Source: an optimization exercise on an open RTL-to-GDS flow (aim: small area and a short achievable clock period). Production flows keep margins and buffers that such runs may drop.
At most, simulation tests tie the RTL to the original design; equivalence was not proved.

==> try-cedar <==
==> flow/design.v (excerpt) <==
module pbit_lattice (
    input  wire        clk,
    input  wire        rst,         
    input  wire        run,         
    input  wire [31:0] seed_mix,    
    input  wire        cfg_we,      
    input  wire [6:0]  cfg_addr,    
    input  wire [5:0]  cfg_wdata,   
    output wire [26:0] s            
);
localparam L = 3;
localparam N = L*L*L;
localparam [N*RNG_bit_width-1:0] SEEDS = {
        32'h55724a8a,
        32'hafa2d07c,
        32'h1121a14d,
        32'h8fde5639,
        32'h132a29cf,
        32'h27cd95a0,
        32'h26af91d1,
        32'ha71dba49,
        32'h5552da89,
        32'hdab4fcb8,
        32'h093f36eb,
        32'h8eca7365,
        32'h7965c0fe,
        32'h4d317c68,
        32'h022dd18d,
        32'h3c7ba9e3,
        32'h8be9794d,
        32'h3c95ad20,
        32'h819ed6b6,
        32'he7158a80,
        32'h21f64544,
        32'he06c85af,
        32'hbaec4ef7,
        32'h02ff349d,
        32'h4f876aa3,
        32'h9c2b9d9f,
        32'h2ae75e2e
};
reg [2:0] ph;
always @(posedge clk) begin
    if (rst) ph <= 3'b001;
    else ph <= {ph[1:0], ph[2]};
end
reg first;
always @(posedge clk) first <= rst;
reg [j_bit_width-1:0]   Js [0:3*N-1];    
reg [h_bit_width-1:0]   hs [0:N-1];
reg [RNG_bit_width-1:0] rs [0:N-1];
reg [N-1:0]             ss0, ss1, ss2;
wire [4*N-1:0] dec;
genvar a;
generate
for (a = 0; a < 4*N; a = a + 1) begin : gdec
    assign dec[a] = cfg_we && (cfg_addr == a);
end
endgenerate
wire [5:0] wd0 = rst ? 6'd0 : cfg_wdata;
wire [5:0] wd1 = ~wd0;
wire [31:0] rmixn1 = ~({32{rst}} & seed_mix);    
wire [31:0] rmixn0 = ~({32{rst}} & ~seed_mix);   
wire s_en   = run & ~rst;
wire s_keep = ~run & ~rst;
genvar x, y, z, d, b;
generate
for (z = 0; z < L; z = z + 1) begin : gz
  for (y = 0; y < L; y = y + 1) begin : gy
    localparam integer UA  = (L - (y+z)%L) % L;
    localparam integer A   = UA + L*y + L*L*z;
    localparam integer XP  = (UA+1)%L + L*y + L*L*z;
    localparam integer XM  = (UA+L-1)%L + L*y + L*L*z;
    localparam integer YP  = UA + L*((y+1)%L) + L*L*z;
    localparam integer YM  = UA + L*((y+L-1)%L) + L*L*z;
  ...
==> flow/config.mk <==
export PLATFORM = sky130hd
export DESIGN_NAME = pbit_lattice
export DESIGN_NICKNAME = pbit_lattice
export VERILOG_FILES = /design/flow/design.v
export SDC_FILE = /design/flow/constraint.sdc
export NUM_CORES = 4
export LEC_CHECK = 0
export CAP_MARGIN = 20
export CORE_MARGIN = 2
export CORE_UTILIZATION = 55
export CTS_CLUSTER_DIAMETER = 80
export CTS_CLUSTER_SIZE = 24
export SLEW_MARGIN = 20
export SYNTH_HIERARCHICAL = 1
export SYNTH_MINIMUM_KEEP_SIZE = 0
==> flow/constraint.sdc <==
create_clock -name core_clock -period 10.0 [get_ports {clk}]
set_input_delay 2.0000 -clock core_clock [delete_from_list [all_inputs] [get_ports {clk}]]
set_output_delay 2.0000 -clock core_clock [all_outputs]
set_load 0.01 [all_outputs]
standard.sh (not shown) runs the stock make flow with config.mk's settings and CLKGATE_MAP_FILE= SYNTH_SCRIPT=/design/flow/synth_recipe.tcl, a recipe that flattens the netlist after the stock synthesis.
==> flow/flow/run.sh <==
#!/bin/bash
# The standard layout (the standard.sh, unchanged synthesis and steps),
# with timing repair aimed at a 4 ns period: setup slack margin 6 ns against
# the design's 10 ns clock. All of make's output goes to standard.log.
set -euo pipefail
bash standard.sh SETUP_SLACK_MARGIN=6 finish > standard.log 2>&1
==> try-willow: changes against try-cedar <==
--- a/flow/design.v
+++ b/flow/design.v
@@ -21,20 +21,19 @@
 assign d = ~((ld | q) & (ldn | w));
 endmodule
 module wbit_p (ld, ldn, w, q, d);
 input ld, ldn, w, q;
 output d;
 assign d = (ld | q) & (ldn | w);
 endmodule
 `timescale 1ns / 1ps
-module LUT_bias (rn, base, p31, hk, le, lt, tinf);
+module LUT_bias (rn, base, hk, le, lt, tinf);
 input  [31:0] rn;
 output [4:0]  base;
-output [5:0]  p31;
 output        hk, le, lt, tinf;
 wire [31:0] r = ~rn;
 wire [31:0] th;
 assign th[0] = r[31];
 assign th[1] = th[0] & r[30];
 assign th[2] = th[1] & r[29];
 assign th[3] = th[2] & r[28];
 assign th[4] = th[3] & r[27];
@@ -292,22 +291,16 @@
 assign lt = c5_0g & c5_0e;
 assign hk = oh[1] | oh[3] | oh[4] | oh[5] | oh[7] | oh[8] | oh[10] | oh[11] | oh[12] | oh[14] | oh[15] | oh[17] | oh[18] | oh[20] | oh[21] | oh[23] | oh[24] | oh[25] | oh[27] | oh[28] | oh[30];
 assign tinf = oh[32];
 assign base[0] = (th[0] & ~th[1]) | (th[3] & ~th[4]) | (th[5] & ~th[7]) | (th[8] & ~th[10]) | (th[11] & ~th[12]) | (th[14] & ~th[15]) | (th[17] & ~th[18]) | (th[20] & ~th[21]) | (th[23] & ~th[24]) | (th[25] & ~th[27]) | (th[28] & ~th[30]);
 assign base[1] = (th[1] & ~th[4]) | (th[7] & ~th[10]) | (th[12] & ~th[15]) | (th[18] & ~th[21]) | (th[24] & ~th[27]) | (th[30]);
 assign base[2] = (th[4] & ~th[10]) | (th[15] & ~th[21]) | (th[27]);
 assign base[3] = (th[10] & ~th[21]);
 assign base[4] = (th[21]);
-assign p31[0] = (~th[0]) | (th[1] & ~th[3]) | (th[4] & ~th[5]) | (th[7] & ~th[8]) | (th[10] & ~th[11]) | (th[12] & ~th[14]) | (th[15] & ~th[17]) | (th[18] & ~th[20]) | (th[21] & ~th[23]) | (th[24] & ~th[25]) | (th[27] & ~th[28]) | (th[30]);
-assign p31[1] = (~th[0]) | (th[3] & ~th[5]) | (th[8] & ~th[11]) | (th[14] & ~th[17]) | (th[20] & ~th[23]) | (th[25] & ~th[28]);
-assign p31[2] = (~th[0]) | (th[5] & ~th[11]) | (th[17] & ~th[23]) | (th[28]);
-assign p31[3] = (~th[0]) | (th[11] & ~th[23]);
-assign p31[4] = (~th[0]) | (th[23]);
-assign p31[5] = (th[0]);
 endmodule
 module cmp_leaf (a, bn, g, e);
 input a, bn;
 output g, e;
 assign g = a & bn;
 assign e = a ^ bn;
 endmodule
 module cmp_node_p (gh, eh, gl, el, g, e);
@@ -321,36 +314,54 @@
 output g, e;
 assign g = ~(gh & (eh | gl));
 assign e = ~(eh | el);
 endmodule
 `timescale 1ns / 1ps
 module fadd (a, b, c, s, co);
 input a, b, c;
 output s, co;
-assign s = a ^ b ^ c;
-assign co = (a & b) | (a & c) | (b & c);
+wire t;
+xor_c x1 (.a(a), .b(b), .y(t));
+xor_c x2 (.a(t), .b(c), .y(s));
+maj_c m1 (.a(a), .b(b), .c(c), .y(co));
 endmodule
 module hadd (a, b, s, co);
 input a, b;
 output s, co;
-assign s = a ^ b;
-assign co = a & b;
+xor_c x1 (.a(a), .b(b), .y(s));
+and_c n1 (.a(a), .b(b), .y(co));
+endmodule
+module xor_c (a, b, y);
+input a, b;
+output y;
+assign y = a ^ b;
+endmodule
+module maj_c (a, b, c, y);
+input a, b, c;
+output y;
+assign y = (a & b) | (a & c) | (b & c);
+endmodule
+module and_c (a, b, y);
+input a, b;
+output y;
+assign y = a & b;
 endmodule
 `timescale 1ns / 1ps
-module pbit (s_in, h_n, J_n, nbase, p31, c1n, th_c2, tinf, first, r31n, en, keep, sq, d0, d1, d2);
+module pbit (s_in, h_n, J_n, base, c1n, th_c2, tinf, first, r31n, en, keep, sq, d0, d1, d2);
 input  [5:0]  s_in;
 input  [5:0]  h_n;
 input  [35:0] J_n;
-input  [4:0]  nbase;
-input  [5:0]  p31;
+input  [4:0]  base;
 input         c1n, th_c2, tinf, first, r31n;
 input         en, keep, sq;
 output        d0, d1, d2;
 wire co1, co2, co3;
+wire [4:0] nbase = ~base;
+wire [5:0] p31 = {1'b0, base} + 6'd31;
 wire [8:0] ra, rb;
 wire t0_1 = ~(J_n[1] ^ s_in[0]);
 wire t0_2 = ~(J_n[2] ^ s_in[0]);
 wire t0_3 = ~(J_n[3] ^ s_in[0]);
 wire t0_4 = ~(J_n[4] ^ s_in[0]);
 wire t0_5 = J_n[5] ^ s_in[0];
 wire ci0 = ~(J_n[0] | s_in[0]);
 wire t1_1 = ~(J_n[7] ^ s_in[1]);
@@ -673,34 +684,31 @@
     localparam integer YP  = UA + L*((y+1)%L) + L*L*z;
     localparam integer YM  = UA + L*((y+L-1)%L) + L*L*z;
     localparam integer ZP  = UA + L*y + L*L*((z+1)%L);
     localparam integer ZM  = UA + L*y + L*L*((z+L-1)%L);
     wire s_d0, s_d1, s_d2;     
     wire [RNG_bit_width-1:0] r_next;
     localparam integer NX = (UA+1)%L + L*y + L*L*z;
     wire [4:0] t_base;
-    wire [5:0] t_p31;
     wire t_hk, t_le, t_lt, t_tinf;
-    LUT_bias lut (.rn(rs[NX]), .base(t_base), .p31(t_p31), .hk(t_hk), .le(t_le), .lt(t_lt), .tinf(t_tinf));
-    reg [4:0] q_nbase;
-    reg [5:0] q_p31;
+    LUT_bias lut (.rn(rs[NX]), .base(t_base), .hk(t_hk), .le(t_le), .lt(t_lt), .tinf(t_tinf));
+    reg [4:0] q_base;
     reg q_c1n, q_c2, q_tinf;
     always @(posedge clk) begin
-        q_nbase <= ~t_base;
-        q_p31   <= t_p31;
+        q_base  <= t_base;
         q_c1n   <= ~(t_hk & t_le);
         q_c2    <= t_hk & t_lt;
         q_tinf  <= t_tinf;
     end
     pbit unit (
         .s_in({ss2[ZM], ss2[ZP], ss1[YM], ss1[YP], ss0[XM], ss0[XP]}),
         .h_n(hs[A]),
         .J_n({Js[3*ZM+2], Js[3*A+2], Js[3*YM+1], Js[3*A+1], Js[3*XM+0], Js[3*A+0]}),
-        .nbase(q_nbase), .p31(q_p31), .c1n(q_c1n), .th_c2(q_c2), .tinf(q_tinf),
+        .base(q_base), .c1n(q_c1n), .th_c2(q_c2), .tinf(q_tinf),
         .first(first), .r31n(~rs[A][31]),
         .en(s_en), .keep(s_keep), .sq(ss0[A]), .d0(s_d0), .d1(s_d1), .d2(s_d2));
     wire [RNG_bit_width-1:0] r_a = rs[A];
     assign r_next = {r_a[RNG_bit_width-2:0], ~(r_a[31] ^ r_a[21] ^ r_a[1] ^ r_a[0])};
     for (x = 0; x < L; x = x + 1) begin : gu
       localparam integer U   = x;
       localparam integer S   = U + L*y + L*L*z;
       localparam integer SRC = (U+1)%L + L*y + L*L*z;
==> flow/run.sh (new file) <==
#!/bin/bash
# synth_recipe.tcl (not shown) runs the flow's synth.tcl, then flattens the netlist and writes it again
# the make line also repeats each setting of config.mk as NAME=value (left out here)
make -C /OpenROAD-flow-scripts/flow DESIGN_CONFIG=/design/flow/config.mk WORK_HOME=/design/flow/orfs CLKGATE_MAP_FILE= SYNTH_SCRIPT=/design/flow/synth_recipe.tcl finish
SETUP_SLACK_MARGIN = 5   (was not set)
removed: flow/flow/run.sh
removed: flow/standard.sh
==> try-xenon: changes against try-cedar <==
--- a/flow/design.v
+++ b/flow/design.v
@@ -331,25 +331,29 @@
 endmodule
 module hadd (a, b, s, co);
 input a, b;
 output s, co;
 assign s = a ^ b;
 assign co = a & b;
 endmodule
 `timescale 1ns / 1ps
-module pbit (s_in, h_n, J_n, nbase, p31, c1n, th_c2, tinf, first, r31n, en, keep, sq, d0, d1, d2);
+module pbit (s_in, h_n, J_n, rn, en, keep, sq, d0, d1, d2);
 input  [5:0]  s_in;
 input  [5:0]  h_n;
 input  [35:0] J_n;
-input  [4:0]  nbase;
-input  [5:0]  p31;
-input         c1n, th_c2, tinf, first, r31n;
+input  [31:0] rn;     
 input         en, keep, sq;
 output        d0, d1, d2;
+wire [4:0] base;
+wire [5:0] p31;
+wire hk, le, lt, tinf;
+LUT_bias l_i (.rn(rn), .base(base), .p31(p31), .hk(hk), .le(le), .lt(lt), .tinf(tinf));
+wire c1n = ~(hk & le);
+wire th_c2 = hk & lt;
 wire co1, co2, co3;
 wire [8:0] ra, rb;
 wire t0_1 = ~(J_n[1] ^ s_in[0]);
 wire t0_2 = ~(J_n[2] ^ s_in[0]);
 wire t0_3 = ~(J_n[3] ^ s_in[0]);
 wire t0_4 = ~(J_n[4] ^ s_in[0]);
 wire t0_5 = J_n[5] ^ s_in[0];
 wire ci0 = ~(J_n[0] | s_in[0]);
@@ -459,20 +463,21 @@
 wire fs37, fc37;
 fadd fa37 (.a(fc21), .b(fs30), .c(fc29), .s(fs37), .co(fc37));
 wire fs38, fc38;
 fadd fa38 (.a(fs25), .b(fc30), .c(fs31), .s(fs38), .co(fc38));
 wire fs39, fc39;
 fadd fa39 (.a(fc25), .b(fs32), .c(fc31), .s(fs39), .co(fc39));
 assign ra = {1'b0, fc39, fc38, fc37, fc36, fc35, fc34, hc33, hs33};
 assign rb = {1'b0, fc32, fs39, fs38, fs37, fs36, fs35, fs34, fs15};
+wire [4:0] nbase = ~base;
 geq_t g1 (.a(ra[7:0]), .b(rb[7:0]), .k(nbase), .cin(c1n), .co(co1));
 geq_n g2 (.a(ra[7:0]), .b(rb[7:0]), .k(p31), .cin(th_c2), .co(co2));
 geq_z g3 (.a(ra[7:0]), .b(rb[7:0]), .cin(1'b0), .co(co3));
-wire s_new = first ? r31n : ((~tinf & co1) | (co2 & ~co3));
+wire s_new = (~tinf & co1) | (co2 & ~co3);
 wire d = (en & s_new) | (keep & sq);
 assign d0 = d;
 assign d1 = d;
 assign d2 = d;
 endmodule
 module geq_t (a, b, k, cin, co);
 input [7:0] a, b;
 input [4:0] k;
@@ -638,18 +643,16 @@
         32'h9c2b9d9f,
         32'h2ae75e2e
 };
 reg [2:0] ph;
 always @(posedge clk) begin
     if (rst) ph <= 3'b001;
     else ph <= {ph[1:0], ph[2]};
 end
-reg first;
-always @(posedge clk) first <= rst;
 reg [j_bit_width-1:0]   Js [0:3*N-1];    
 reg [h_bit_width-1:0]   hs [0:N-1];
 reg [RNG_bit_width-1:0] rs [0:N-1];
 reg [N-1:0]             ss0, ss1, ss2;
 wire [4*N-1:0] dec;
 genvar a;
 generate
 for (a = 0; a < 4*N; a = a + 1) begin : gdec
@@ -671,51 +674,34 @@
     localparam integer XP  = (UA+1)%L + L*y + L*L*z;
     localparam integer XM  = (UA+L-1)%L + L*y + L*L*z;
     localparam integer YP  = UA + L*((y+1)%L) + L*L*z;
     localparam integer YM  = UA + L*((y+L-1)%L) + L*L*z;
     localparam integer ZP  = UA + L*y + L*L*((z+1)%L);
     localparam integer ZM  = UA + L*y + L*L*((z+L-1)%L);
     wire s_d0, s_d1, s_d2;     
     wire [RNG_bit_width-1:0] r_next;
-    localparam integer NX = (UA+1)%L + L*y + L*L*z;
-    wire [4:0] t_base;
-    wire [5:0] t_p31;
-    wire t_hk, t_le, t_lt, t_tinf;
-    LUT_bias lut (.rn(rs[NX]), .base(t_base), .p31(t_p31), .hk(t_hk), .le(t_le), .lt(t_lt), .tinf(t_tinf));
-    reg [4:0] q_nbase;
-    reg [5:0] q_p31;
-    reg q_c1n, q_c2, q_tinf;
-    always @(posedge clk) begin
-        q_nbase <= ~t_base;
-        q_p31   <= t_p31;
-        q_c1n   <= ~(t_hk & t_le);
-        q_c2    <= t_hk & t_lt;
-        q_tinf  <= t_tinf;
-    end
     pbit unit (
         .s_in({ss2[ZM], ss2[ZP], ss1[YM], ss1[YP], ss0[XM], ss0[XP]}),
         .h_n(hs[A]),
         .J_n({Js[3*ZM+2], Js[3*A+2], Js[3*YM+1], Js[3*A+1], Js[3*XM+0], Js[3*A+0]}),
-        .nbase(q_nbase), .p31(q_p31), .c1n(q_c1n), .th_c2(q_c2), .tinf(q_tinf),
-        .first(first), .r31n(~rs[A][31]),
-        .en(s_en), .keep(s_keep), .sq(ss0[A]), .d0(s_d0), .d1(s_d1), .d2(s_d2));
-    wire [RNG_bit_width-1:0] r_a = rs[A];
+        .rn(rs[A]), .en(s_en), .keep(s_keep), .sq(ss0[A]), .d0(s_d0), .d1(s_d1), .d2(s_d2));
+    wire [RNG_bit_width-1:0] r_a = ~rs[A];
     assign r_next = {r_a[RNG_bit_width-2:0], ~(r_a[31] ^ r_a[21] ^ r_a[1] ^ r_a[0])};
     for (x = 0; x < L; x = x + 1) begin : gu
       localparam integer U   = x;
       localparam integer S   = U + L*y + L*L*z;
       localparam integer SRC = (U+1)%L + L*y + L*L*z;
       localparam integer X0  = (U+1)%L, X1 = (U+2)%L, X2 = U;
       localparam integer I0  = X0 + L*y + L*L*z, I1 = X1 + L*y + L*L*z, I2 = X2 + L*y + L*L*z;
       localparam POL  = (U == (UA+1)%L);
       localparam PSRC = (((U+1)%L) == (UA+1)%L);
       localparam INV  = POL ^ PSRC;
-      localparam LPOL  = POL;
-      localparam LPSRC = PSRC;
+      localparam LPOL  = !POL;
+      localparam LPSRC = !PSRC;
       localparam LINV  = LPOL ^ LPSRC;
       localparam [RNG_bit_width-1:0] SEED = SEEDS[S*RNG_bit_width +: RNG_bit_width];
       wire [RNG_bit_width-1:0] rq = (SRC == A) ? (r_next ^ {RNG_bit_width{LPSRC}}) : rs[SRC];
       wire [RNG_bit_width-1:0] rd;
       for (b = 0; b < RNG_bit_width; b = b + 1) begin : gb
         if (LINV) begin : n
           lfsr_bit_n g (.rst(rst), .q(rq[b]), .c((SEED[b] ^ LPOL) ? rmixn0[b] : rmixn1[b]), .d(rd[b]));
         end else begin : p
TNS_END_PERCENT = 10   (was not set)
==> comparison table <==
| quantity | try-willow | try-xenon | try-cedar |
|---|---|---|---|
| Seq. cell area | 33100 sq um | 32100 sq um | 34300 sq um |
| Via count of the first global-routing pass | 68700 | 66100 | 68000 |
| Clk tree area frac | 3.16% | 3.16% | 3.71% |
| Crit Reg-Reg Startpoint | ss2[22] | rs[0][26] | ss0[14] |
| Final worst slack | 4.90 ns | 5.40 ns | 5.37 ns |
| Maximum clock skew at final layout | 0.0451 ns | 0.0298 ns | 0.0562 ns |
| Critical-path cell with the highest stage delay | clkinv_1 | or4_4 | fa_2 |
| Result of the run | finished clean | finished clean | finished clean |
| HPWL after detailed placement | 222000 um | 218000 um | 234000 um |
| Hold path startpoint | rs[18][6] | rs[24][20] | Js[66][4] |
| Uppermost routed layer | met5 | met4 | met5 |
| Number of antenna violations at the first check in global routing | 16 | 7 | 27 |
| Sum of met2 wire segment lengths after detailed routing | 132000 um | 131000 um | 133000 um |
| Total Routed Length | 300000 um | 302000 um | 320000 um |
| Number of multi-input combinational cells | 6528 | 5932 | 5915 |
| Post-synthesis sequential area ratio | 39.0% | 39.2% | 41.0% |
The RTL of try-cedar was laid out without a check of its function.

-- static timing again, ports no longer ideal --
The results above use ideal ports. As a check the final layouts listed here were re-extracted and re-timed, cells and wires unchanged. Step 1 (the two cells are an assumption about what drives the block):
set clk [get_ports {clk}]
set_driving_cell -lib_cell sky130_fd_sc_hd__clkbuf_16 $clk
set_driving_cell -lib_cell sky130_fd_sc_hd__buf_2 [delete_from_list [all_inputs] $clk]
Step 2 also shifts input and output timing later by t, the mid clock arrival at the registers, as if the neighbouring blocks saw the same clock. Three values: no drivers, after step 1, after step 2; two values: the first two.
| run | t, ns | setup WS [ns] | latest minus earliest clock arrival (ns) | slew at the worst register clock pin (ns) | cell pins on the clock port's net |
|---|---|---|---|---|---|
| try-cedar | 0.835 | 5.371 / 5.371 / 5.042 | 0.071 / 0.071 | 0.10 / 0.10 | 1 |
| try-willow | 0.799 | 4.901 / 4.929 / 4.130 | 0.049 / 0.049 | 0.10 / 0.10 | 1 |
| try-xenon | 0.798 | 5.401 / 5.401 / 4.965 | 0.040 / 0.040 | 0.10 / 0.10 | 1 |
After both steps setup and hold are still met in every run listed. The setup slack of try-willow, which loses most, moves by +0.028 ns with the drivers and by -0.771 ns with both steps.
